Source: an optimization exercise on an open RTL-to-GDS flow (aim: small area and a short achievable clock period). Production flows keep margins and buffers that such runs may drop. In this exercise RTL edits were held to simulation tests only and were not proved equivalent to the original. The flow treats the clock pin as an ideal source. Dropping or thinning the clock tree relies on that and would not hold on a real chip. Power figures rest on the tool's default switching activity, not on a simulated workload.

==> flow/design.v (excerpt) <==
module test_wrapper #(
	parameter SYS_VERSION = 41,
	parameter WIDTH = 16,
	parameter NUM_SUB_MON = 3
)(
	input clk,
	input reset,
	input       [5:0] slave_address,
	input             slave_read,
	input             slave_write,
	input      [31:0] slave_writedata,
	output reg [31:0] slave_readdata,
	output [15:0] dut_a,
	output [15:0] dut_b,
	input  [15:0] dut_out
);
	wire [7:0] we;
	wire [6:0] rs;
	wire       rd_hold;
	host_dec u_host_dec (
		.addr(slave_address), .rd(slave_read), .wr(slave_write),
		.we(we), .rs(rs), .hold(rd_hold)
	);
	reg [31:0] ctrl;
	wire [31:0] ctrl_next = we[0] ? slave_writedata : ctrl;
	reg        fsel;
	reg [15:0] man_a, man_b, set_a, set_b, clr_a, clr_b;
	always @(posedge clk)
		ctrl <= ctrl_next;
	always @(posedge clk) begin
		if (we[1]) fsel  <= slave_writedata[0];
		if (we[6]) clr_a <= slave_writedata[15:0];
		if (we[7]) clr_b <= slave_writedata[15:0];
	end
	reg [15:0] stg_data;
	reg [3:0]  stg_we;
	reg        fsel_d;
	always @(posedge clk) begin
		stg_data <= slave_writedata[15:0];
		stg_we   <= we[5:2];
		fsel_d   <= fsel;
	end
	always @(posedge clk) begin
		if (stg_we[0]) man_a <= stg_data;
		if (stg_we[1]) man_b <= stg_data;
		if (stg_we[2]) set_a <= stg_data;
		if (stg_we[3]) set_b <= stg_data;
	end
	wire rst    = ctrl[0];
	wire en     = ctrl[1];
  ...
clock: 3.0 ns
lec_check: 0
abc_area: 1
cap_margin: 20
core_margin: 2
core_utilization: 40
setup_slack_margin: 1.4
slew_margin: 20
synth_hierarchical: 1
standard.sh (not shown) runs the stock make flow with config.mk's settings and CLKGATE_MAP_FILE= SYNTH_SCRIPT=/design/flow/synth_recipe.tcl, a recipe that flattens the netlist after the stock synthesis.
==> flow/flow/run.sh <==
#!/bin/bash
set -euo pipefail
here=$(cd "$(dirname "$0")" && pwd)
export BUFFER_PORTS_ARGS="-buffer_cell sky130_fd_sc_hd__buf_1"
export CTS_ARGS="-sink_clustering_enable -repair_clock_nets -dont_use_dummy_load -sink_clustering_size 30 -sink_clustering_max_diameter 80"
export PRE_CTS_TCL="$here/cts_root.tcl"
export FLOW_CLOCK_PORT=clk
bash standard.sh > make.log 2>&1
==> flow/flow/cts_root.tcl <==
rename clock_tree_synthesis my_tritoncts
proc clock_tree_synthesis { args } {
  my_tritoncts {*}$args
  my_drop_root_buffer
}

proc my_drop_root_buffer { } {
  set block [ord::get_db_block]
  set port_net [$block findNet $::env(FLOW_CLOCK_PORT)]
  set roots {}
  foreach it [$port_net getITerms] { lappend roots $it }
  if { [llength $roots] != 1 } { puts "drop_root: port drives [llength $roots] pins, kept"; return }
  set rit [lindex $roots 0]
  set root [$rit getInst]
  if { ![string match "sky130_fd_sc_hd__clkbuf_*" [[$root getMaster] getName]] } { puts "drop_root: no root buffer"; return }
  set root_net "NULL"
  foreach it [$root getITerms] {
    if { [$it isOutputSignal] } { set root_net [$it getNet] }
  }
  set loads {}
  foreach it [$root_net getITerms] {
    if { [$it isOutputSignal] } { continue }
    if { ![string match "sky130_fd_sc_hd__clkbuf_*" [[[$it getInst] getMaster] getName]] } {
      puts "drop_root: root drives a non-buffer, kept"; return
    }
    lappend loads $it
  }
  if { [llength $loads] > 4 } { puts "drop_root: root drives [llength $loads] buffers, kept"; return }
  foreach it $loads {
    $it disconnect
    $it connect $port_net
  }
  foreach it [$root getITerms] { $it disconnect }
  odb::dbInst_destroy $root
  odb::dbNet_destroy $root_net
  puts "drop_root: the clock port drives [llength $loads] buffers directly"
}
The starting point finished clean.
Edit:
--- a/flow/design.v
+++ b/flow/design.v
@@ -162,18 +162,15 @@
 	reg err_en;
 	always @(posedge clk)
 		err_en <= sb_en_next && !lz4[4];
 	reg [2:0] data_f, error_f;
 	wire [3:0] data_ci  = {sb_en  & (&data_f),  sb_en  & (&data_f[1:0]),  sb_en  & data_f[0],  sb_en};
 	wire [3:0] error_ci = {err_en & (&error_f), err_en & (&error_f[1:0]), err_en & error_f[0], err_en};
-	reg rst_cnt;
-	always @(posedge clk)
-		rst_cnt <= ctrl_next[0];
 	integer j;
 	always @(posedge clk)
-		if (rst_cnt) begin
+		if (rst) begin
 			data_ctr  <= 32'h0;
 			error_ctr <= 32'h0;
 			data_f    <= 3'b000;
 			error_f   <= 3'b000;
 		end else begin
 			for (j = 0; j < 4; j = j + 1) begin
@@ -203,33 +200,28 @@
 	wire [31:0] maxacc_w = {26'h0, maxacc[4], 1'b0, maxacc[3:0]};
 	wire [31:0] minacc_w = {26'h0, minacc[4], 1'b0, minacc[3:0]};
 	wire [31:0] rd_next;
 	genvar gb;
 	generate
 		for (gb = 0; gb < 32; gb = gb + 1) begin: rdbit
-			wire n_c, n_d, n_e, n_f, n_h, a_cdef;
-			cell_nand2 u_c (.a(rs[0]), .b(ctrl[gb]), .y(n_c));
-			cell_nand2 u_d (.a(rs[2]), .b(dut_delay[gb]), .y(n_d));
-			cell_nand2 u_e (.a(rs[3]), .b(data_ctr[gb]), .y(n_e));
-			cell_nand2 u_f (.a(rs[4]), .b(error_ctr[gb]), .y(n_f));
-			cell_nand2 u_h (.a(rd_hold), .b(slave_readdata[gb]), .y(n_h));
-			cell_and4  u_cdef (.a(n_c), .b(n_d), .c(n_e), .d(n_f), .y(a_cdef));
+			wire n_cd, n_de, n_mm, n_sv;
+			cell_aoi22 u_cd (.a1(rs[0]), .a2(ctrl[gb]), .b1(rs[2]), .b2(dut_delay[gb]), .y(n_cd));
+			cell_aoi22 u_de (.a1(rs[3]), .a2(data_ctr[gb]), .b1(rs[4]), .b2(error_ctr[gb]), .y(n_de));
 			if (gb == 4 || gb > 5) begin: narrow
-				cell_nand2 u_y (.a(a_cdef), .b(n_h), .y(rd_next[gb]));
+				wire n_h;
+				cell_nand2 u_h (.a(rd_hold), .b(slave_readdata[gb]), .y(n_h));
+				cell_nand3 u_y (.a(n_cd), .b(n_de), .c(n_h), .y(rd_next[gb]));
 			end else begin: wide
-				wire n_mx, n_mn, a_rest;
-				cell_nand2 u_mx (.a(rs[5]), .b(maxacc_w[gb]), .y(n_mx));
-				cell_nand2 u_mn (.a(rs[6]), .b(minacc_w[gb]), .y(n_mn));
+				wire n_mh;
+				cell_aoi22 u_mm (.a1(rs[5]), .a2(maxacc_w[gb]), .b1(rs[6]), .b2(minacc_w[gb]), .y(n_mm));
 				if ((SYS_VERSION >> gb) & 1) begin: sv1
-					wire n_sv;
-					cell_inv  u_sv (.a(rs[1]), .y(n_sv));
-					cell_and4 u_rest (.a(n_h), .b(n_mx), .c(n_mn), .d(n_sv), .y(a_rest));
+					cell_aoi21 u_sv (.a1(rd_hold), .a2(slave_readdata[gb]), .b(rs[1]), .y(n_mh));
 				end else begin: sv0
-					cell_and3 u_rest (.a(n_h), .b(n_mx), .c(n_mn), .y(a_rest));
+					cell_nand2 u_sv (.a(rd_hold), .b(slave_readdata[gb]), .y(n_mh));
 				end
-				cell_nand2 u_y (.a(a_cdef), .b(a_rest), .y(rd_next[gb]));
+				cell_nand4 u_y (.a(n_cd), .b(n_de), .c(n_mm), .d(n_mh), .y(rd_next[gb]));
 			end
 		end
 	endgenerate
 	always @(posedge clk)
 		slave_readdata <= rd_next;
 endmodule
@@ -296,18 +288,21 @@
 	assign we = {8{writing}} & {addr == 6'h28, addr == 6'h24, addr == 6'h20, addr == 6'h1C,
 	                          addr == 6'h18, addr == 6'h14, addr == 6'h10, addr == 6'h00};
 	assign rs = {7{reading}} & {addr == 6'h3C, addr == 6'h38, addr == 6'h34, addr == 6'h30,
 	                          addr == 6'h2C, addr == 6'h04, addr == 6'h00};
 	assign hold = ~|rs;
 endmodule
+module cell_aoi22 (input a1, a2, b1, b2, output y);
+	assign y = ~((a1 & a2) | (b1 & b2));
+endmodule
+module cell_aoi21 (input a1, a2, b, output y);
+	assign y = ~((a1 & a2) | b);
+endmodule
 module cell_nand2 (input a, b, output y);
 	assign y = ~(a & b);
 endmodule
-module cell_and3 (input a, b, c, output y);
-	assign y = a & b & c;
-endmodule
-module cell_and4 (input a, b, c, d, output y);
-	assign y = a & b & c & d;
+module cell_nand3 (input a, b, c, output y);
+	assign y = ~(a & b & c);
 endmodule
-module cell_inv (input a, output y);
-	assign y = ~a;
+module cell_nand4 (input a, b, c, d, output y);
+	assign y = ~(a & b & c & d);
 endmodule
Cell area goes up by a few percent.
Total power goes up slightly.
Sequential power barely changes.
Global-route usage goes up by 0.53 points.
First-iteration DRC count goes down by a quarter to a third.
Worst setup slack gains 0.024 ns.


## job 101
RTL: one of the versions met above, not the one the previous note started from.
Size: roughly 1,900 cells after synthesis, about 120 I/O pins, ~0.017 sq mm of cells after synthesis.
Settings: LEC_CHECK=0, ABC_AREA=1, CAP_MARGIN=20, CORE_MARGIN=2, CORE_UTILIZATION=45, SETUP_SLACK_MARGIN=1.4, SLEW_MARGIN=20, SYNTH_HIERARCHICAL=1; clock period 3.0 ns.
==> flow/flow/run.sh <==
#!/bin/bash
set -euo pipefail
here=$(cd "$(dirname "$0")" && pwd)
export BUFFER_PORTS_ARGS="-buffer_cell sky130_fd_sc_hd__buf_2"
export CTS_ARGS="-sink_clustering_enable -repair_clock_nets -dont_use_dummy_load -sink_clustering_size 30 -sink_clustering_max_diameter 80"
export PRE_CTS_TCL="$here/cts_root.tcl"
export FLOW_CLOCK_PORT=clk
bash standard.sh > make.log 2>&1
Scripts as last shown in full above: flow/flow/cts_root.tcl
Job 101: no failed stages, no open violations at the end
The following lists how job 102 was set up differently from job 101:
--- a/flow/design.v
+++ b/flow/design.v
@@ -158,23 +158,26 @@
 	always @(posedge clk)
 		sb_en <= sb_en_next;
 	reg [31:0] data_ctr, error_ctr;
 	reg [4:0]  acc, maxacc, minacc;
 	reg err_en;
 	always @(posedge clk)
 		err_en <= sb_en_next && !lz4[4];
 	reg [2:0] data_f, error_f;
 	wire [3:0] data_ci  = {sb_en  & (&data_f),  sb_en  & (&data_f[1:0]),  sb_en  & data_f[0],  sb_en};
 	wire [3:0] error_ci = {err_en & (&error_f), err_en & (&error_f[1:0]), err_en & error_f[0], err_en};
+	reg rst_cnt;
+	always @(posedge clk)
+		rst_cnt <= ctrl_next[0];
 	integer j;
 	always @(posedge clk)
-		if (rst) begin
+		if (rst_cnt) begin
 			data_ctr  <= 32'h0;
 			error_ctr <= 32'h0;
 			data_f    <= 3'b000;
 			error_f   <= 3'b000;
 		end else begin
 			for (j = 0; j < 4; j = j + 1) begin
 				if (data_ci[j])
 					data_ctr[8 * j +: 8] <= data_ctr[8 * j +: 8] + 1'b1;
 				if (error_ci[j])
 					error_ctr[8 * j +: 8] <= error_ctr[8 * j +: 8] + 1'b1;
@@ -196,36 +199,41 @@
 		end
 	wire        done = (tstate == S_DONE);
 	wire [31:0] dut_delay = done ? {28'h0, delay_count} : 32'hFFFFFFFF;
 	wire [31:0] sysver = SYS_VERSION;
 	wire [31:0] maxacc_w = {26'h0, maxacc[4], 1'b0, maxacc[3:0]};
 	wire [31:0] minacc_w = {26'h0, minacc[4], 1'b0, minacc[3:0]};
 	wire [31:0] rd_next;
 	genvar gb;
 	generate
 		for (gb = 0; gb < 32; gb = gb + 1) begin: rdbit
-			wire n_cd, n_de, n_mm, n_sv;
-			cell_aoi22 u_cd (.a1(rs[0]), .a2(ctrl[gb]), .b1(rs[2]), .b2(dut_delay[gb]), .y(n_cd));
-			cell_aoi22 u_de (.a1(rs[3]), .a2(data_ctr[gb]), .b1(rs[4]), .b2(error_ctr[gb]), .y(n_de));
+			wire n_c, n_d, n_e, n_f, n_h, a_cdef;
+			cell_nand2 u_c (.a(rs[0]), .b(ctrl[gb]), .y(n_c));
+			cell_nand2 u_d (.a(rs[2]), .b(dut_delay[gb]), .y(n_d));
+			cell_nand2 u_e (.a(rs[3]), .b(data_ctr[gb]), .y(n_e));
+			cell_nand2 u_f (.a(rs[4]), .b(error_ctr[gb]), .y(n_f));
+			cell_nand2 u_h (.a(rd_hold), .b(slave_readdata[gb]), .y(n_h));
+			cell_and4  u_cdef (.a(n_c), .b(n_d), .c(n_e), .d(n_f), .y(a_cdef));
 			if (gb == 4 || gb > 5) begin: narrow
-				wire n_h;
-				cell_nand2 u_h (.a(rd_hold), .b(slave_readdata[gb]), .y(n_h));
-				cell_nand3 u_y (.a(n_cd), .b(n_de), .c(n_h), .y(rd_next[gb]));
+				cell_nand2 u_y (.a(a_cdef), .b(n_h), .y(rd_next[gb]));
 			end else begin: wide
-				wire n_mh;
-				cell_aoi22 u_mm (.a1(rs[5]), .a2(maxacc_w[gb]), .b1(rs[6]), .b2(minacc_w[gb]), .y(n_mm));
+				wire n_mx, n_mn, a_rest;
+				cell_nand2 u_mx (.a(rs[5]), .b(maxacc_w[gb]), .y(n_mx));
+				cell_nand2 u_mn (.a(rs[6]), .b(minacc_w[gb]), .y(n_mn));
 				if ((SYS_VERSION >> gb) & 1) begin: sv1
-					cell_aoi21 u_sv (.a1(rd_hold), .a2(slave_readdata[gb]), .b(rs[1]), .y(n_mh));
+					wire n_sv;
+					cell_inv  u_sv (.a(rs[1]), .y(n_sv));
+					cell_and4 u_rest (.a(n_h), .b(n_mx), .c(n_mn), .d(n_sv), .y(a_rest));
 				end else begin: sv0
-					cell_nand2 u_sv (.a(rd_hold), .b(slave_readdata[gb]), .y(n_mh));
+					cell_and3 u_rest (.a(n_h), .b(n_mx), .c(n_mn), .y(a_rest));
 				end
-				cell_nand4 u_y (.a(n_cd), .b(n_de), .c(n_mm), .d(n_mh), .y(rd_next[gb]));
+				cell_nand2 u_y (.a(a_cdef), .b(a_rest), .y(rd_next[gb]));
 			end
 		end
 	endgenerate
 	always @(posedge clk)
 		slave_readdata <= rd_next;
 endmodule
 module pfx_carries (
 	input  [7:0] g,
 	input  [7:0] p,
 	input        c_in,
@@ -284,25 +292,22 @@
 	output       hold
 );
 	wire writing = wr & ~rd;
 	wire reading = rd & ~wr;
 	assign we = {8{writing}} & {addr == 6'h28, addr == 6'h24, addr == 6'h20, addr == 6'h1C,
 	                          addr == 6'h18, addr == 6'h14, addr == 6'h10, addr == 6'h00};
 	assign rs = {7{reading}} & {addr == 6'h3C, addr == 6'h38, addr == 6'h34, addr == 6'h30,
 	                          addr == 6'h2C, addr == 6'h04, addr == 6'h00};
 	assign hold = ~|rs;
 endmodule
-module cell_aoi22 (input a1, a2, b1, b2, output y);
-	assign y = ~((a1 & a2) | (b1 & b2));
-endmodule
-module cell_aoi21 (input a1, a2, b, output y);
-	assign y = ~((a1 & a2) | b);
-endmodule
 module cell_nand2 (input a, b, output y);
 	assign y = ~(a & b);
 endmodule
-module cell_nand3 (input a, b, c, output y);
-	assign y = ~(a & b & c);
+module cell_and3 (input a, b, c, output y);
+	assign y = a & b & c;
+endmodule
+module cell_and4 (input a, b, c, d, output y);
+	assign y = a & b & c & d;
 endmodule
-module cell_nand4 (input a, b, c, d, output y);
-	assign y = ~(a & b & c & d);
+module cell_inv (input a, output y);
+	assign y = ~a;
 endmodule
--- outcome ---
Fraction of power spent switching nets: job 102 vs job 101 down 0.22 points. Relative to job 101, the final cell area reported for job 102 is lower. Number of rows created at floorplan sits lower in job 102 than in job 101. Relative to job 101, the total power of the final layout of job 102 is lower by 1.2%. Die area: job 102 better than job 101. Lower count of buffering cells on the critical path with inverters included among job 101 and job 102: job 101. Summed instance area of the synthesized netlist ended up 230 sq um lower on job 102 than on job 101. Non-clock buffer count (higher): job 102. Re maximum number of pins on one net before global-route repair: no difference whatsoever between job 101 and job 102. Lower overall fraction of global-route tracks in use among job 101 and job 102: job 102. Area overhead of the layout relative to synthesis: job 101 and job 102 compared, lower one is job 102. Between job 101 and job 102, the sequential share of layout area is higher for job 102. Taking job 101 as the reference point, the number of inserted diodes of job 102 rises by 1.

==> port drivers added, routing unchanged <==
How much do the figures lean on ideal ports? The routed layouts below were timed once more, with nothing changed but the port constraints.
Step 1, drivers: a clkbuf_16 drives clk and a buf_2 each remaining input, both assumed.
Step 2 adds t to the input delays and takes it off the output delays; t is the mean of the earliest and latest rising clock arrival at the registers after step 1. Input paths then give back, and output paths get back, about the clock's delay inside the block.
Three values: ideal, step 1, step 2; two values: the first two.
run	shift t [ns]	setup WS [ns]	hold WS [ns]	worst register clock-pin slew, ns	worst data-port slew with drivers (ns)
the first run of note 1	0.474	1.387 / 1.357 / 0.959	0.319 / 0.307 / 0.319	0.12 / 0.12	0.09
the second run of note 1	0.473	1.410 / 1.340 / 1.042	0.327 / 0.303 / 0.327	0.11 / 0.11	0.11
job 101	0.478	1.424 / 1.363 / 1.014	0.322 / 0.295 / 0.322	0.11 / 0.11	0.07
job 102	0.475	1.427 / 1.357 / 1.059	0.319 / 0.305 / 0.329	0.11 / 0.11	0.07
After both steps setup and hold are still met in every run listed. For the first run of note 1, which loses most, drivers alone change the setup slack by -0.030 ns; drivers and shift together by -0.428 ns.
